Source: an optimization exercise on an open RTL-to-GDS flow (aim: small area, a short achievable clock period and few clock cycles). Production flows keep margins and buffers that such runs may drop.
Only simulation tests tie the RTL to the original design; equivalence was not proved.

==> inputs of 04-07 <==
// qr_decode
module qr_decode(
    input clk,
    input srstn,
    input qr_decode_start,
    input [15:0] sram_rdata,
    output reg [9:0] sram_raddr,
    output reg decode_valid,
    output [7:0] decode_jis8_code,
    output reg qr_decode_finish
);
clock: 8.0 ns
lec_check: 0
abc_area: 1
abc_clock_period_in_ps: 3000
cap_margin: 20
core_margin: 2
core_utilization: 40
place_density: 0.7
setup_slack_margin: 5
slew_margin: 20
tns_end_percent: 0
standard.sh (not shown) runs the stock make flow with config.mk's settings and CLKGATE_MAP_FILE= SYNTH_SCRIPT=/design/flow/synth_recipe.tcl, a recipe that flattens the netlist after the stock synthesis.
==> flow/flow/run.sh <==
#!/bin/bash
# Layout flow: the standard flow, except that after the standard synthesis
# the combinational logic is mapped again without the adder cells (half and
# full adders), which are slower and larger here than plain gates. Every
# flip-flop instance of the standard synthesis is kept as it is (blackboxed
# during the remap), so the registers keep their names and cell types.
set -euo pipefail
P=${FLOW_PLATFORM:-sky130hd}
R=orfs/results/$P/qr_decode/base
L=orfs/logs/$P/qr_decode/base
YOSYS=${YOSYS_EXE:-$(command -v yosys || echo "$FLOW_HOME/../tools/install/yosys/bin/yosys")}
LIB=$FLOW_HOME/platforms/$P/lib/sky130_fd_sc_hd__tt_025C_1v80.lib

# 1. standard synthesis
bash standard.sh synth > flow_1_synth.log 2>&1

# 2. remap the combinational logic with the same abc command the synthesis used
cp "$R/1_2_yosys.v" flow_std_netlist.v
ABCLINE=$(grep -m1 '^abc -script' "$L/1_2_yosys.log")
{
  echo "read_liberty -ignore_miss_func $LIB"
  echo "read_verilog flow_std_netlist.v"
  echo "hierarchy -top $FLOW_TOP"
  grep -oE 'sky130_fd_sc_hd__[a-z0-9_]+' flow_std_netlist.v | sort -u | grep -E '__(e?dfx|df|dl|sdf|conb)' | sed 's/^/blackbox /'
  echo "flatten"
  echo "opt_clean"
  echo "$ABCLINE"
  echo "rename -hide w:*.*"
  echo "opt_clean -purge"
  echo "hilomap -singleton -hicell sky130_fd_sc_hd__conb_1 HI -locell sky130_fd_sc_hd__conb_1 LO"
  echo "insbuf -buf sky130_fd_sc_hd__buf_4 A X"
  echo "tee -o flow_remap_stat.txt stat -liberty $LIB"
  echo "write_verilog -noattr -nohex -nodec flow_remapped.v"
} > flow_remap.ys
"$YOSYS" -s flow_remap.ys > flow_2_remap.log 2>&1
# the written netlist, read back against the cell library, must be clean
"$YOSYS" -p "read_liberty -lib $LIB; read_verilog flow_remapped.v; hierarchy -top $FLOW_TOP; check -assert" > flow_2_check.log 2>&1

# the flip-flops must be the standard synthesis's, one for one
grep -oE 'sky130_fd_sc_hd__e?dfx[a-z]*_[0-9]+ [^ ]+' flow_std_netlist.v | sort > flow_ff_std.txt
grep -oE 'sky130_fd_sc_hd__e?dfx[a-z]*_[0-9]+ [^ ]+' flow_remapped.v | sort > flow_ff_new.txt
cmp flow_ff_std.txt flow_ff_new.txt

# 3. the rest of the standard flow from the remapped netlist
cp flow_remapped.v "$R/1_2_yosys.v"
touch "$R/1_2_yosys.v"
bash standard.sh > flow_3_layout.log 2>&1
==> 04-19: changes against 04-07 <==
--- a/flow/flow/run.sh
+++ b/flow/flow/run.sh
@@ -14,11 +14,11 @@
 # 1. standard synthesis
 bash standard.sh synth > flow_1_synth.log 2>&1
 
 # 2. remap the combinational logic with the same abc command the synthesis used
 cp "$R/1_2_yosys.v" flow_std_netlist.v
-ABCLINE=$(grep -m1 '^abc -script' "$L/1_2_yosys.log")
+ABCLINE=$(grep -m1 '^abc -script' "$L/1_2_yosys.log" | sed "s#-script [^ ]*#-script $PWD/flow/abc_remap.script#")
 {
   echo "read_liberty -ignore_miss_func $LIB"
   echo "read_verilog flow_std_netlist.v"
   echo "hierarchy -top $FLOW_TOP"
   grep -oE 'sky130_fd_sc_hd__[a-z0-9_]+' flow_std_netlist.v | sort -u | grep -E '__(e?dfx|df|dl|sdf|conb)' | sed 's/^/blackbox /'
==> flow/flow/abc_remap.script (new file) <==
strash
ifraig
dc2
&get -n
&dch -f
&nf -R 1000
&put
topo
stime -c
buffer -c
upsize -c
dnsize -c
PLACE_DENSITY = unset   (was 0.7)
TNS_END_PERCENT = unset   (was 0)
==> 03-01: changes against 04-07 <==
--- a/flow/design.v
+++ b/flow/design.v
@@ -15,22 +15,14 @@
 reg [3:0] state, state_n;
 reg [9:0] raddr_n;
 reg [3:0] bsel, bsel_n;         
 reg [3:0] bselL, bselL_n;       
 reg oor, oor_n;                 
-reg [15:0] SA;
-reg [14:0] SB;
-wire srch = (state <= 4'd5);
-wire [3:0] hA = SA[15:12];       
-wire [3:0] hR = SA[11:8];        
-wire [3:0] hC = SA[7:4];         
-wire [3:0] hC2 = SA[3:0];
-reg [3:0] hA_n, hR_n, hC_n, hC2_n;
+reg [3:0] hA, hA_n;             
+reg [3:0] hR, hR_n, hC, hC_n, hC2, hC2_n;    
 reg [2:0] cnt, cnt_n;
-wire [7:0] colacc = SB[14:7];
-wire [7:0] rowacc = {1'b0, SB[6:0]};
-reg [7:0] colacc_n, rowacc_n;
+reg [7:0] colacc, colacc_n, rowacc, rowacc_n;
 reg [6:0] xa, xa_n, ya, ya_n, xb, xb_n;
 reg sL, sL_n, sR, sR_n;
 reg tl, tl_n;
 reg [1:0] rot, rot_n;
 reg [2:0] m, m_n;
@@ -39,38 +31,28 @@
 reg [6:0] OX, OX_n, OY, OY_n;      
 reg pv1, pv1_n, two1, two1_n, mR1, mR1_n, mL1, mL1_n;
 reg [1:0] ft1, ft1_n, tg1, tg1_n;
 reg pv, pv_n, two, two_n, mR, mR_n, mL, mL_n;
 reg [1:0] ft, ft_n, tg, tg_n;      
-wire [4:0] nc = SA[15:11];
-wire [4:0] nr = SA[10:6];
-wire nh = SA[5];
-wire [1:0] late = SA[4:3];
-reg [4:0] nc_n, nr_n;
-reg nh_n;
-reg [1:0] late_n;
-wire [8:0] acc = SB[14:6];
-wire [2:0] nacc = SA[2:0];
-wire [4:0] rem = SB[5:1];
-wire gotn = SB[0];
-reg [8:0] acc_n;
-reg [2:0] nacc_n;
-reg [4:0] rem_n;
-reg gotn_n, capn, capn_n;
+reg [4:0] nc, nc_n, nr, nr_n;
+reg nh, nh_n;
+reg [1:0] late, late_n;
+reg [8:0] acc, acc_n;
+reg [2:0] nacc, nacc_n;
+reg [4:0] rem, rem_n;
+reg gotn, gotn_n, capn, capn_n;
 reg valid_n, fin_n;
 function [15:0] dec16;
     input [3:0] v;
     dec16 = 16'd1 << v;
 endfunction
 wire nz = |sram_rdata;
 wire pbit = |(sram_rdata & dec16(bsel)) & ~oor;
 wire lbit = |(sram_rdata & dec16(bselL));
 wire [3:0] wcol = sram_rdata[3:0] | sram_rdata[7:4] | sram_rdata[11:8] | sram_rdata[15:12];
 wire [3:0] wrow = {|sram_rdata[15:12], |sram_rdata[11:8], |sram_rdata[7:4], |sram_rdata[3:0]};
-reg rt, rt_n;
-assign decode_jis8_code = acc[7:0];
-wire [8:0] accb = rt ? {8'd0, acc[8]} : acc;
+assign decode_jis8_code = nacc[0] ? acc[8:1] : acc[7:0];
 function [2:0] ffs8;   
     input [7:0] v;
     casez (v)
         8'b???????1: ffs8 = 3'd0;
         8'b??????10: ffs8 = 3'd1;
@@ -150,13 +132,14 @@
 wire [4:0] c1 = {hA, 1'b0};
 wire [4:0] wlo = (c1 <= 5'd14) ? 5'd2 : c1 - 5'd12;
 wire [4:0] whi = (c1 >= 5'd18) ? 5'd30 : c1 + 5'd12;
 wire [4:0] arow = sram_raddr[9:5];
 wire [4:0] acol = sram_raddr[4:0];
-wire [4:0] cst = (acol == 5'd30) ? 5'd2 : acol - 5'd18;
-wire [9:0] sa_miss = (acol >= 5'd21) ? {arow + 5'd1, cst} : {arow, acol + 5'd10};
-wire [4:0] sbrow = (arow <= 5'd7) ? 5'd2 : arow - 5'd5 + {4'd0, ~arow[0]};
+wire [4:0] aRow1 = arow + 5'd1;
+wire [9:0] sa_miss = (acol >= 5'd23) ? {aRow1, (aRow1[1:0] == 2'd0) ? 5'd8 : {2'b00, aRow1[1:0], 1'b0}}
+                                      : {arow, acol + 5'd8};
+wire [4:0] sbrow = (arow <= 5'd6) ? 5'd2 : arow - 5'd4 + {4'd0, arow[0]};
 wire [9:0] sa_hit = {sbrow, (acol <= 5'd14) ? 5'd2 : acol - 5'd12};
 wire [9:0] sb_miss = (acol == whi) ? {arow + 5'd2, wlo} : {arow, acol + 5'd2};
 wire [9:0] sb_hit = (acol == 5'd30) ? {arow - 5'd1, 5'd29}
                                     : {arow, (acol >= 5'd18) ? 5'd30 : acol + 5'd12};
 wire rdone = (acol[4:1] == hC + 4'd1);
@@ -208,43 +191,10 @@
 wire [6:0] Oy = ya + (negy ? k24 : 7'd0) + {6'd0, oc & rot[0]};
 wire [1:0] plow = pbase[1:0] + {1'b0, oc};
 wire [1:0] plowB = sL ? plow : plow + 2'd2;
 wire fA = rot[1] ? ({1'b0, plow} + {1'b0, svv}) > 3'd3 : plow < svv;
 wire fB = rot[1] ? ({1'b0, plowB} + {1'b0, svv}) > 3'd3 : plowB < svv;
-reg [1:0] cR3, cL3;
-reg cRd, cLd;
-always @(*) begin
-    case (nc[4:1])
-        4'd12: begin cR3 = 2'd0; cRd = 1'b0; cL3 = 2'd2; cLd = 1'b1; end    
-        4'd11: begin cR3 = 2'd1; cRd = 1'b1; cL3 = 2'd0; cLd = 1'b1; end    
-        4'd10: begin cR3 = 2'd2; cRd = 1'b0; cL3 = 2'd1; cLd = 1'b0; end    
-        4'd9:  begin cR3 = 2'd0; cRd = 1'b0; cL3 = 2'd2; cLd = 1'b1; end    
-        4'd8:  begin cR3 = 2'd1; cRd = 1'b1; cL3 = 2'd0; cLd = 1'b1; end    
-        4'd7:  begin cR3 = 2'd2; cRd = 1'b0; cL3 = 2'd1; cLd = 1'b0; end    
-        default: begin cR3 = 2'd0; cRd = 1'b0; cL3 = 2'd2; cLd = 1'b1; end  
-    endcase
-end
-wire [1:0] r3 = mod3(nr);
-wire zR = (r3 == 2'd0) || (cR3 == 2'd0);
-wire zL = (r3 == 2'd0) || (cL3 == 2'd0);
-wire oR = (r3 == cR3) && !zR;
-wire oL = (r3 == cL3) && !zL;
-wire sR3 = (r3 == 2'd0 && cR3 == 2'd0) || (r3[0] && cR3[1]) || (r3[1] && cR3[0]);
-wire sL3 = (r3 == 2'd0 && cL3 == 2'd0) || (r3[0] && cL3[1]) || (r3[1] && cL3[0]);
-reg mRc, mLc;
-always @(*) begin
-    case (m)     
-        3'd0: begin mRc = ~nr[0];             mLc = nr[0]; end
-        3'd1: begin mRc = ~nr[0];             mLc = ~nr[0]; end
-        3'd2: begin mRc = (cR3 == 2'd0);      mLc = (cL3 == 2'd0); end
-        3'd3: begin mRc = sR3;                mLc = sL3; end
-        3'd4: begin mRc = ~(nr[1] ^ cRd);     mLc = ~(nr[1] ^ cLd); end
-        3'd5: begin mRc = zR;                 mLc = ~nr[0] & zL; end
-        3'd6: begin mRc = ~oR;                mLc = ~(nr[0] ^ oL); end
-        default: begin mRc = ~(nr[0] ^ oR);   mLc = nr[0] ^ oL; end
-    endcase
-end
 wire cinx = (state == S_DATA) & negx;
 wire ciny = (state == S_DATA) & negy;
 wire bsx = (state == S_DEC2 && !tl) || (state == S_PROBE && tl);
 wire [8:0] px = {2'b00, bsx ? xb : xa} + {{2{OX[6]}}, OX} + {8'd0, cinx};
 wire spaneq = (px[7:0] == {1'b0, xb});
@@ -289,12 +239,12 @@
     strA_n = strA; strB_n = strB;
     OX_n = mOX; OY_n = mOY;
     pv1_n = 1'b0;
     two1_n = !fmt && !nh && !nstr;
     ft1_n = !fmt ? 2'd0 : (nc == 5'd4) ? 2'd1 : (nc == 5'd3) ? 2'd2 : 2'd3;
-    mR1_n = nh ? mLc : mRc;
-    mL1_n = mLc;
+    mR1_n = mbit(m, nr, mc);
+    mL1_n = mbit(m, nr, nc - 5'd1);
     tg1_n = (late == 2'd0) ? 2'd0 : nh ? 2'd3 : (nr == 5'd22) ? 2'd1 : 2'd2;
     pv_n = 1'b0; two_n = two1; ft_n = ft1; mR_n = mR1; mL_n = mL1; tg_n = tg1;
     late_n = (late != 2'd0) ? late - 2'd1 : 2'd0;
     nc_n = ncR; nr_n = nrr; nh_n = lonext;
     if (fmt) begin
@@ -305,35 +255,37 @@
         end else
             nc_n = nc - 5'd1;
     end else if (!nh && nstr) begin
         nc_n = nc; nr_n = nr; nh_n = 1'b1;
     end
-    acc_n = acc; rt_n = rt; nacc_n = nacc; rem_n = rem; gotn_n = gotn; capn_n = 1'b0;
+    acc_n = acc; nacc_n = nacc; rem_n = rem; gotn_n = gotn; capn_n = 1'b0;
     valid_n = 1'b0; fin_n = 1'b0;
     b1 = 1'b0; b2 = 1'b0; tot = 4'd0; accs = acc;
     stage2 = 1'b0; issue = 1'b0;
     case (state)
     S_IDLE, S_SCANA: begin
         if (state == S_SCANA || qr_decode_start) begin
             hA_n = acol[4:1];
-            state_n = S_SCANA;
-            raddr_n = sa_miss;
+            state_n = nz ? S_SCANB : S_SCANA;
+            raddr_n = nz ? sa_hit : sa_miss;
         end
     end
     S_SCANB: begin
         hR_n = arow[4:1];
         hC_n = acol[4:1];
         hC2_n = 4'd15;
         cnt_n = 3'd0;
-        raddr_n = sb_miss;
+        if (nz)
+            state_n = (acol == 5'd30) ? S_BLK : S_RIGHT;
+        raddr_n = nz ? sb_hit : sb_miss;
     end
     S_RIGHT: begin
         hC2_n = nz ? acol[4:1] : hC;
         cnt_n = 3'd0;
-        if (rdone)
+        if (nz || rdone)
             state_n = S_BLK;
-        raddr_n = rdone ? blk0 : rt_miss;
+        raddr_n = (nz || rdone) ? blk0 : rt_miss;
     end
     S_BLK: begin
         cnt_n = cnt + 3'd1;
         if (cnt == 3'd4) begin
             xa_n = xL_c;
@@ -418,11 +370,11 @@
         cnt_n = cnt + 3'd1;
         stage2 = 1'b1;
         OX_n = sL ? 7'd10 : 7'd5;          
         OY_n = sL ? 7'd8 : 7'd4;
         rot_n = (cnt == 3'd0) ? 2'd1 : (cnt == 3'd1) ? 2'd0 : {1'b1, ~pbit};
-        state_n = (cnt == 3'd2) ? S_DATA : S_ROT;    
+        state_n = (pbit || cnt == 3'd2) ? S_DATA : S_ROT;
     end
     S_DATA: begin
         stage2 = 1'b1;
         issue = 1'b1;
         if (first) begin
@@ -441,21 +393,16 @@
             end else if (ft == 2'd3) begin
                 m_n[2] = ~b1;
             end else begin
                 b1 = b1 ^ mRl;
                 b2 = b2 ^ mLl;
-                accs = two ? {accb[6:0], b1, b2} : {accb[7:0], b1};
+                accs = two ? {acc[6:0], b1, b2} : {acc[7:0], b1};
                 acc_n = accs;
-                rt_n = 1'b0;
                 tot = {1'b0, nacc} + (two ? 4'd2 : 4'd1);
                 nacc_n = tot[2:0];
                 if (tot[3]) begin
                     nacc_n = {2'b00, tot[0]};
-                    if (tot[0]) begin
-                        acc_n = {accs[0], accs[8:1]};
-                        rt_n = 1'b1;
-                    end
                     if (!gotn) begin
                         gotn_n = 1'b1;
                         capn_n = 1'b1;
                     end else begin
                         valid_n = 1'b1;
@@ -474,54 +421,42 @@
     end
     endcase
     if (state == S_PROBE || state == S_ROT) begin
         first_n = 1'b1;
         nc_n = 5'd4; nr_n = 5'd8; nh_n = 1'b0; late_n = 2'd0;
-        nacc_n = 3'd0; gotn_n = 1'b0; rt_n = 1'b0;
+        nacc_n = 3'd0; gotn_n = 1'b0;
     end
     if (issue)
         pv1_n = 1'b1;
     if (stage2)
         pv_n = pv1;
     if (fin_n || (state == S_IDLE && !qr_decode_start))
         raddr_n = ADDR0;
 end
-wire scanning = (state == S_SCANA) || (state == S_IDLE && qr_decode_start) ||
-                (state == S_SCANB) || (state == S_RIGHT);
-wire scanhit = nz & scanning;
-wire [9:0] raddr_hit = (state == S_SCANB) ? sb_hit : (state == S_RIGHT) ? blk0 : sa_hit;
-wire [3:0] state_hit = (state == S_SCANB) ? ((acol == 5'd30) ? S_BLK : S_RIGHT) :
-                       (state == S_RIGHT) ? S_BLK : S_SCANB;
-wire rothit = pbit & (state == S_ROT);
 always @(posedge clk) begin
     if (~srstn) begin
         state <= S_IDLE;
         sram_raddr <= ADDR0;
-    end else begin
-        state <= scanhit ? state_hit : rothit ? S_DATA : state_n;
-        sram_raddr <= scanhit ? raddr_hit : raddr_n;
-    end
-end
-always @(posedge clk) begin
-    if (~srstn) begin
         decode_valid <= 1'b0;
         qr_decode_finish <= 1'b0;
     end else begin
+        state <= state_n;
+        sram_raddr <= raddr_n;
         decode_valid <= valid_n;
         qr_decode_finish <= fin_n;
     end
 end
 always @(posedge clk) begin
     bsel <= bsel_n; bselL <= bselL_n; oor <= oor_n;
-    cnt <= cnt_n;
-    SA <= srch ? {hA_n, hR_n, hC_n, hC2_n} : {nc_n, nr_n, nh_n, late_n, nacc_n};
-    SB <= srch ? {colacc_n, rowacc_n[6:0]} : {acc_n, rem_n, gotn_n};
+    hA <= hA_n; hR <= hR_n; hC <= hC_n; hC2 <= hC2_n; cnt <= cnt_n;
+    colacc <= colacc_n; rowacc <= rowacc_n;
     xa <= xa_n; ya <= ya_n; xb <= xb_n;
     sL <= sL_n; sR <= sR_n; tl <= tl_n;
     rot <= rot_n; m <= m_n; first <= first_n;
     strA <= strA_n; strB <= strB_n;
     OX <= OX_n; OY <= OY_n;
     pv1 <= pv1_n; two1 <= two1_n; ft1 <= ft1_n; mR1 <= mR1_n; mL1 <= mL1_n; tg1 <= tg1_n;
     pv <= pv_n; two <= two_n; ft <= ft_n; mR <= mR_n; mL <= mL_n; tg <= tg_n;
-    capn <= capn_n; rt <= rt_n;
+    nc <= nc_n; nr <= nr_n; nh <= nh_n; late <= late_n;
+    acc <= acc_n; nacc <= nacc_n; rem <= rem_n; gotn <= gotn_n; capn <= capn_n;
 end
 endmodule
--- a/flow/flow/run.sh
+++ b/flow/flow/run.sh
@@ -10,11 +10,11 @@
 L=orfs/logs/$P/qr_decode/base
 YOSYS=${YOSYS_EXE:-$(command -v yosys || echo "$FLOW_HOME/../tools/install/yosys/bin/yosys")}
 LIB=$FLOW_HOME/platforms/$P/lib/sky130_fd_sc_hd__tt_025C_1v80.lib
 
 # 1. standard synthesis
-bash standard.sh synth > flow_1_synth.log 2>&1
+bash standard.sh SETUP_SLACK_MARGIN=5.4 synth > flow_1_synth.log 2>&1
 
 # 2. remap the combinational logic with the same abc command the synthesis used
 cp "$R/1_2_yosys.v" flow_std_netlist.v
 ABCLINE=$(grep -m1 '^abc -script' "$L/1_2_yosys.log")
 {
@@ -42,6 +42,6 @@
 cmp flow_ff_std.txt flow_ff_new.txt
 
 # 3. the rest of the standard flow from the remapped netlist
 cp flow_remapped.v "$R/1_2_yosys.v"
 touch "$R/1_2_yosys.v"
-bash standard.sh > flow_3_layout.log 2>&1
+bash standard.sh SETUP_SLACK_MARGIN=5.4 finish > flow_3_layout.log 2>&1
PLACE_DENSITY = unset   (was 0.7)
TNS_END_PERCENT = unset   (was 0)
==> notes <==
Die area, lowest first: 04-19, 04-07, 03-01.
Via count: 04-19 is smaller than 03-01 (13%).
Non-clock buffer count: 04-07 < 04-19 < 03-01.
Against 03-01, the final cell count of 04-07 is lower by about 8%.
Cell area, lowest first: 04-07, 04-19, 03-01.
Hold slack: 04-19 is lower than 03-01 (0.011 ns).
Testbench counts of 04-07, summed over its fixed seeds: cycles 38,313.
Testbench counts of 04-19, summed over its fixed seeds: cycles 38,313.
Testbench counts of 03-01, summed over its fixed seeds: cycles 39,330.

==> static timing again, ports no longer ideal <==
Ports are ideal in the flow. The routed layouts listed here were re-timed in OpenROAD. Step 1: set_driving_cell puts a clkbuf_16 on clk and a buf_2 on each other input, an assumption about the parent block. Step 2 also shifts input and output timing later by t, the mid clock arrival at the registers, as if the neighbouring blocks saw the same clock. Three values: ideal, step 1, step 2; two values: the first two.
run | shift t [ns] | setup slack, ns | hold WS [ns] | worst setup path after step 2 | slew at the worst register clock pin (ns)
04-07 | 0.475 | 4.910 / 4.862 / 4.513 | 0.326 / 0.326 / 0.326 | input to register | 0.07 / 0.07
04-19 | 0.481 | 3.958 / 3.958 / 3.958 | 0.317 / 0.317 / 0.317 | register to register | 0.07 / 0.07
03-01 | 0.483 | 4.933 / 4.952 / 4.469 | 0.327 / 0.327 / 0.327 | input to register | 0.07 / 0.07
After both steps every run listed still meets setup and hold. For 03-01, which loses most, drivers alone change the setup slack by +0.019 ns; drivers and shift together by -0.464 ns.
